Context: an optimization exercise on an open-source flow, tuned for small area and a short achievable clock period. The choices shown serve that exercise and are no tape-out recipe. RTL that was checked went through simulation tests only; none was proved equivalent to the original. No activity file was given, so power comes from the tool's default toggle rates.

==> flow/design.v <==
module cpu8(clk,rst,IR,Data_in,PC,MW_out,Address,Data_out,R0d,R1d,R2d,R3d,R4d,R5d,R6d,R7d);
input clk,rst;
input [15:0] IR;
input [7:0] Data_in;
output [7:0] PC;
output MW_out;
output [7:0] Address,Data_out,R0d,R1d,R2d,R3d,R4d,R5d,R6d,R7d;
reg [7:0] PC;
reg [7:0] R0d,R1d,R2d,R3d,R4d,R5d,R6d,R7d;
wire [2:0] DA = IR[8:6];
wire [2:0] AA = IR[5:3];
wire [2:0] BA = IR[2:0];
wire MB = IR[15];
wire MD = IR[13];
wire RW = ~IR[14];
wire MW = IR[14] & ~IR[15];
wire PL = IR[14] & IR[15];
wire JB = IR[13];
wire BC = IR[9];
wire [3:0] FS = {IR[12:10], ~PL & IR[9]};
reg [7:0] A, Bd;
always @(*) begin
	case (AA)
	3'd0: A = R0d; 3'd1: A = R1d; 3'd2: A = R2d; 3'd3: A = R3d;
	3'd4: A = R4d; 3'd5: A = R5d; 3'd6: A = R6d; default: A = R7d;
	endcase
	case (BA)
	3'd0: Bd = R0d; 3'd1: Bd = R1d; 3'd2: Bd = R2d; 3'd3: Bd = R3d;
	3'd4: Bd = R4d; 3'd5: Bd = R5d; 3'd6: Bd = R6d; default: Bd = R7d;
	endcase
end
wire [7:0] B = MB ? {5'b00000, IR[2:0]} : Bd;
wire [7:0] X = FS[2] ? (FS[1] ? 8'hFF : ~B) : (FS[1] ? B : 8'h00);
wire [8:0] S9 = {A, 1'b1} + {X, FS[0]};
wire [7:0] S = S9[8:1];
reg [7:0] L;
always @(*) begin
	case (FS[2:0])
	3'd0: L = A & B;
	3'd1: L = A | B;
	3'd2: L = A ^ B;
	3'd3: L = ~A;
	3'd4: L = B;
	3'd5: L = {1'b0, B[7:1]};
	3'd6: L = {B[6:0], 1'b0};
	default: L = 8'h00;
	endcase
end
wire [7:0] G = FS[3] ? L : S;
wire [7:0] BusD = MD ? Data_in : G;
wire WE = RW & ~rst;
always @(posedge clk) begin
	if (WE && DA == 3'd0) R0d <= BusD;
	if (WE && DA == 3'd1) R1d <= BusD;
	if (WE && DA == 3'd2) R2d <= BusD;
	if (WE && DA == 3'd3) R3d <= BusD;
	if (WE && DA == 3'd4) R4d <= BusD;
	if (WE && DA == 3'd5) R5d <= BusD;
	if (WE && DA == 3'd6) R6d <= BusD;
	if (WE && DA == 3'd7) R7d <= BusD;
end
assign MW_out = MW & ~rst;
assign Address = A;
assign Data_out = B;
wire [2:0] f = IR[12:10];
wire [2:0] K = IR[2:0];
wire hz = ~|A[7:3];
wire h1 = (A[7:3] == 5'b00001);
wire ho = &A[7:3];
wire t0 = ~|A[6:3];
wire t1 = &A[6:3];
wire [3:0] lp = {1'b0, A[2:0]} + {1'b0, K};
wire Zp = (lp[2:0] == 3'd0) & (lp[3] ? ho : hz);
wire Np = A[7] ^ (lp[3] & t1);
wire [2:0] Km = f[0] ? 3'd0 : K;
wire [3:0] lm = {1'b0, A[2:0]} + {1'b0, ~Km};
wire Zm = (lm[2:0] == 3'd0) & (lm[3] ? hz : h1);
wire Nm = A[7] ^ (~lm[3] & t0);
reg Zb, Nb;
always @(*) begin
	case (f)
	3'd0: begin Zb = hz & (A[2:0] == 3'd0); Nb = A[7]; end
	3'd1: begin Zb = Zp; Nb = Np; end
	3'd2, 3'd3: begin Zb = Zm; Nb = Nm; end
	3'd4: begin Zb = ((A[2:0] & K) == 3'd0); Nb = 1'b0; end
	3'd5: begin Zb = hz & (A[2:0] == K); Nb = A[7]; end
	default: begin Zb = (K == 3'd0); Nb = 1'b0; end
	endcase
end
wire jump = PL & JB;
wire branch = PL & ~JB & (BC ? Nb : Zb);
wire [7:0] ic;
assign ic[0] = 1'b1;
genvar gi;
generate for (gi = 1; gi < 8; gi = gi + 1) begin : inc
	assign ic[gi] = ic[gi-1] & PC[gi-1];
end endgenerate
wire [7:0] PC_inc = PC ^ ic;
wire [7:0] PC_br = PC + {2'b00, IR[8:6], IR[2:0]};
always @(posedge clk) begin
	if (rst) PC <= 8'd0;
	else if (jump) PC <= A;
	else if (branch) PC <= PC_br;
	else PC <= PC_inc;
end
endmodule
export LEC_CHECK = 0
export CAP_MARGIN = 20
export CORE_MARGIN = 2
export CORE_UTILIZATION = 40
export SETUP_SLACK_MARGIN = 2
export SLEW_MARGIN = 20
create_clock -name core_clock -period 7.0 [get_ports {clk}]
standard.sh (not shown) runs the stock make flow with config.mk's settings and CLKGATE_MAP_FILE= SYNTH_SCRIPT=/design/flow/synth_recipe.tcl, a recipe that flattens the netlist after the stock synthesis.
==> flow/flow/run.sh <==
#!/bin/bash
set -o pipefail
export BUFFER_PORTS_ARGS="-buffer_cell sky130_fd_sc_hd__buf_2"
bash standard.sh finish > standard.log 2>&1
The baseline finished clean.
Then changed:
--- a/flow/design.v
+++ b/flow/design.v
@@ -65,25 +65,41 @@
 wire [2:0] f = IR[12:10];
 wire [2:0] K = IR[2:0];
-wire hz = ~|A[7:3];
+wire hz = ~|A[7:3];                  
+wire ho = &A[7:3];                   
 wire h1 = (A[7:3] == 5'b00001);
-wire ho = &A[7:3];
 wire t0 = ~|A[6:3];
 wire t1 = &A[6:3];
-wire [3:0] lp = {1'b0, A[2:0]} + {1'b0, K};
-wire Zp = (lp[2:0] == 3'd0) & (lp[3] ? ho : hz);
-wire Np = A[7] ^ (lp[3] & t1);
-wire [2:0] Km = f[0] ? 3'd0 : K;
-wire [3:0] lm = {1'b0, A[2:0]} + {1'b0, ~Km};
-wire Zm = (lm[2:0] == 3'd0) & (lm[3] ? hz : h1);
-wire Nm = A[7] ^ (~lm[3] & t0);
+wire kz = (K == 3'd0);
+wire km7 = ~f[0] & (K == 3'd7);      
+wire [7:0] Ad, Kd, Kmd;              
+wire [7:0] Mz, Cp, Cm;               
+genvar gj;
+generate for (gj = 0; gj < 8; gj = gj + 1) begin : dec
+	assign Ad[gj] = (A[2:0] == gj);
+	assign Kd[gj] = (K == gj);
+	assign Kmd[gj] = f[0] ? (gj == 0) : Kd[gj];
+end endgenerate
+generate for (gj = 0; gj < 8; gj = gj + 1) begin : msk
+	assign Mz[gj] = (f == 3'd0) ? (gj == 0) :
+	                (f == 3'd1) ? Kd[(8 - gj) % 8] :
+	                (f == 3'd5) ? Kd[gj] :
+	                              Kmd[(gj + 7) % 8];
+	assign Cp[gj] = |(Kd >> (8 - gj)) ;
+	assign Cm[gj] = |(Kmd & ((8'd1 << gj) - 8'd1));
+end endgenerate
+wire Zlo = |(Ad & Mz);
+wire c3p = |(Ad & Cp);
+wire c3m = |(Ad & Cm);
+wire hsel = (f == 3'd1) ? (kz ? hz : ho) :
+            (f[2:1] == 2'b01) ? (km7 ? h1 : hz) : hz;
+wire Zc = Zlo & hsel;
 reg Zb, Nb;
 always @(*) begin
 	case (f)
-	3'd0: begin Zb = hz & (A[2:0] == 3'd0); Nb = A[7]; end
-	3'd1: begin Zb = Zp; Nb = Np; end
-	3'd2, 3'd3: begin Zb = Zm; Nb = Nm; end
+	3'd0, 3'd5: begin Zb = Zc; Nb = A[7]; end
+	3'd1: begin Zb = Zc; Nb = A[7] ^ (c3p & t1); end
+	3'd2, 3'd3: begin Zb = Zc; Nb = A[7] ^ (~c3m & t0); end
 	3'd4: begin Zb = ((A[2:0] & K) == 3'd0); Nb = 1'b0; end
-	3'd5: begin Zb = hz & (A[2:0] == K); Nb = A[7]; end
-	default: begin Zb = (K == 3'd0); Nb = 1'b0; end
+	default: begin Zb = kz; Nb = 1'b0; end
 	endcase
 end
Outcome: Die area came out higher by a few percent; core utilization came out higher by 1.0 points; design area came out higher by a few percent; hold slack improves by 0.053 ns; sequential share of layout area came out lower by 1.9 points; synthesized area came out higher by a few percent; global-route usage came out higher by 0.50 points; wire length came out higher by roughly a tenth; power came out higher by roughly a tenth; clock-buffer cell count came out lower by 2; first-iteration DRC count came out higher by a quarter to a third.
For the second run of this note, only the layout was checked, not whether the RTL still works.

* * *

// cpu8: RTL as listed in full above, without the edits since
==> flow/config.mk <==
export PLATFORM = sky130hd
export DESIGN_NAME = cpu8
export DESIGN_NICKNAME = cpu8
export VERILOG_FILES = /design/flow/design.v
export SDC_FILE = /design/flow/constraint.sdc
export NUM_CORES = 4
export LEC_CHECK = 0
export CAP_MARGIN = 20
export CORE_MARGIN = 2
export CORE_UTILIZATION = 40
export SLEW_MARGIN = 20
==> flow/constraint.sdc <==
create_clock -name core_clock -period 7.0 [get_ports {clk}]
set_input_delay 1.4000 -clock core_clock [delete_from_list [all_inputs] [get_ports {clk}]]
set_output_delay 1.4000 -clock core_clock [all_outputs]
set_load 0.01 [all_outputs]
Scripts as last shown in full above: flow/flow/run.sh
The first run completed without violations.
Then changed:
--- a/flow/design.v
+++ b/flow/design.v
@@ -44,12 +44,14 @@
 	3'd5: L = {1'b0, B[7:1]};
 	3'd6: L = {B[6:0], 1'b0};
 	default: L = 8'h00;
 	endcase
 end
 wire [7:0] G = FS[3] ? L : S;
+wire Z = ~|G;
+wire N = G[7];
 wire [7:0] BusD = MD ? Data_in : G;
 wire WE = RW & ~rst;
 always @(posedge clk) begin
 	if (WE && DA == 3'd0) R0d <= BusD;
 	if (WE && DA == 3'd1) R1d <= BusD;
 	if (WE && DA == 3'd2) R2d <= BusD;
@@ -59,46 +61,15 @@
 	if (WE && DA == 3'd6) R6d <= BusD;
 	if (WE && DA == 3'd7) R7d <= BusD;
 end
 assign MW_out = MW & ~rst;
 assign Address = A;
 assign Data_out = B;
-wire [2:0] f = IR[12:10];
-wire [2:0] K = IR[2:0];
-wire hz = ~|A[7:3];
-wire h1 = (A[7:3] == 5'b00001);
-wire ho = &A[7:3];
-wire t0 = ~|A[6:3];
-wire t1 = &A[6:3];
-wire [3:0] lp = {1'b0, A[2:0]} + {1'b0, K};
-wire Zp = (lp[2:0] == 3'd0) & (lp[3] ? ho : hz);
-wire Np = A[7] ^ (lp[3] & t1);
-wire [2:0] Km = f[0] ? 3'd0 : K;
-wire [3:0] lm = {1'b0, A[2:0]} + {1'b0, ~Km};
-wire Zm = (lm[2:0] == 3'd0) & (lm[3] ? hz : h1);
-wire Nm = A[7] ^ (~lm[3] & t0);
-reg Zb, Nb;
-always @(*) begin
-	case (f)
-	3'd0: begin Zb = hz & (A[2:0] == 3'd0); Nb = A[7]; end
-	3'd1: begin Zb = Zp; Nb = Np; end
-	3'd2, 3'd3: begin Zb = Zm; Nb = Nm; end
-	3'd4: begin Zb = ((A[2:0] & K) == 3'd0); Nb = 1'b0; end
-	3'd5: begin Zb = hz & (A[2:0] == K); Nb = A[7]; end
-	default: begin Zb = (K == 3'd0); Nb = 1'b0; end
-	endcase
-end
 wire jump = PL & JB;
-wire branch = PL & ~JB & (BC ? Nb : Zb);
-wire [7:0] ic;
-assign ic[0] = 1'b1;
-genvar gi;
-generate for (gi = 1; gi < 8; gi = gi + 1) begin : inc
-	assign ic[gi] = ic[gi-1] & PC[gi-1];
-end endgenerate
-wire [7:0] PC_inc = PC ^ ic;
+wire branch = PL & ((~BC & Z) | (BC & N));
+wire [7:0] PC_inc = PC + 8'd1;
 wire [7:0] PC_br = PC + {2'b00, IR[8:6], IR[2:0]};
 always @(posedge clk) begin
 	if (rst) PC <= 8'd0;
 	else if (jump) PC <= A;
 	else if (branch) PC <= PC_br;
 	else PC <= PC_inc;
Outcome:
- The new run completed without violations
- non-clock buffer count rises by 24
- power falls by about 6.6%
- final area falls by 1.7%
- wire length rises by 8.2%
- combinational power rises by about 5%
- area after synthesis falls by about 4%
- worst hold slack is worse by 0.047 ns
- maximum frequency falls by 13%
- global-route usage rises by 3.1 points
- sequential power barely changes
- die area falls by about 4%
- core utilization rises by 1.3 points
- sequential share of layout area rises by 0.53 points
No functional check of the RTL was part of the second run of this note.

static timing again, ports no longer ideal:
How much do the figures lean on ideal ports? The routed layouts below were timed once more, with nothing changed but the port constraints. Step 1, drivers: a clkbuf_16 drives clk and a buf_2 each remaining input, both assumed. Step 2 moves the port delays by t, midway between the first and last clock arrival at a register: inputs arrive t later, outputs are due t later. That takes back most of the time a late clock gives input paths. a / b / c = ideal ports / drivers / drivers and shift; a / b = the first two.
run | t (ns) | setup slack, ns | worst setup path at the end | worst register clock-pin slew, ns | cell pins on the clock port's net
the first run of note 1 | 0.377 | 2.192 / 2.195 / 1.821 | input to register | 0.06 / 0.06 | 1
the second run of note 1 | 0.378 | 2.229 / 2.167 / 1.934 | input to register | 0.06 / 0.06 | 1
the first run of note 2 | 0.370 | 1.184 / 1.191 / 0.821 | input to register | 0.06 / 0.06 | 1
the second run of note 2 | 0.375 | 0.349 / 0.357 / -0.018 | input to register | 0.06 / 0.06 | 1
With both steps, setup timing fails in the second run of note 2, where it was met with ideal ports. The setup slack of the first run of note 1, which loses most, moves by +0.003 ns with the drivers and by -0.371 ns with both steps.
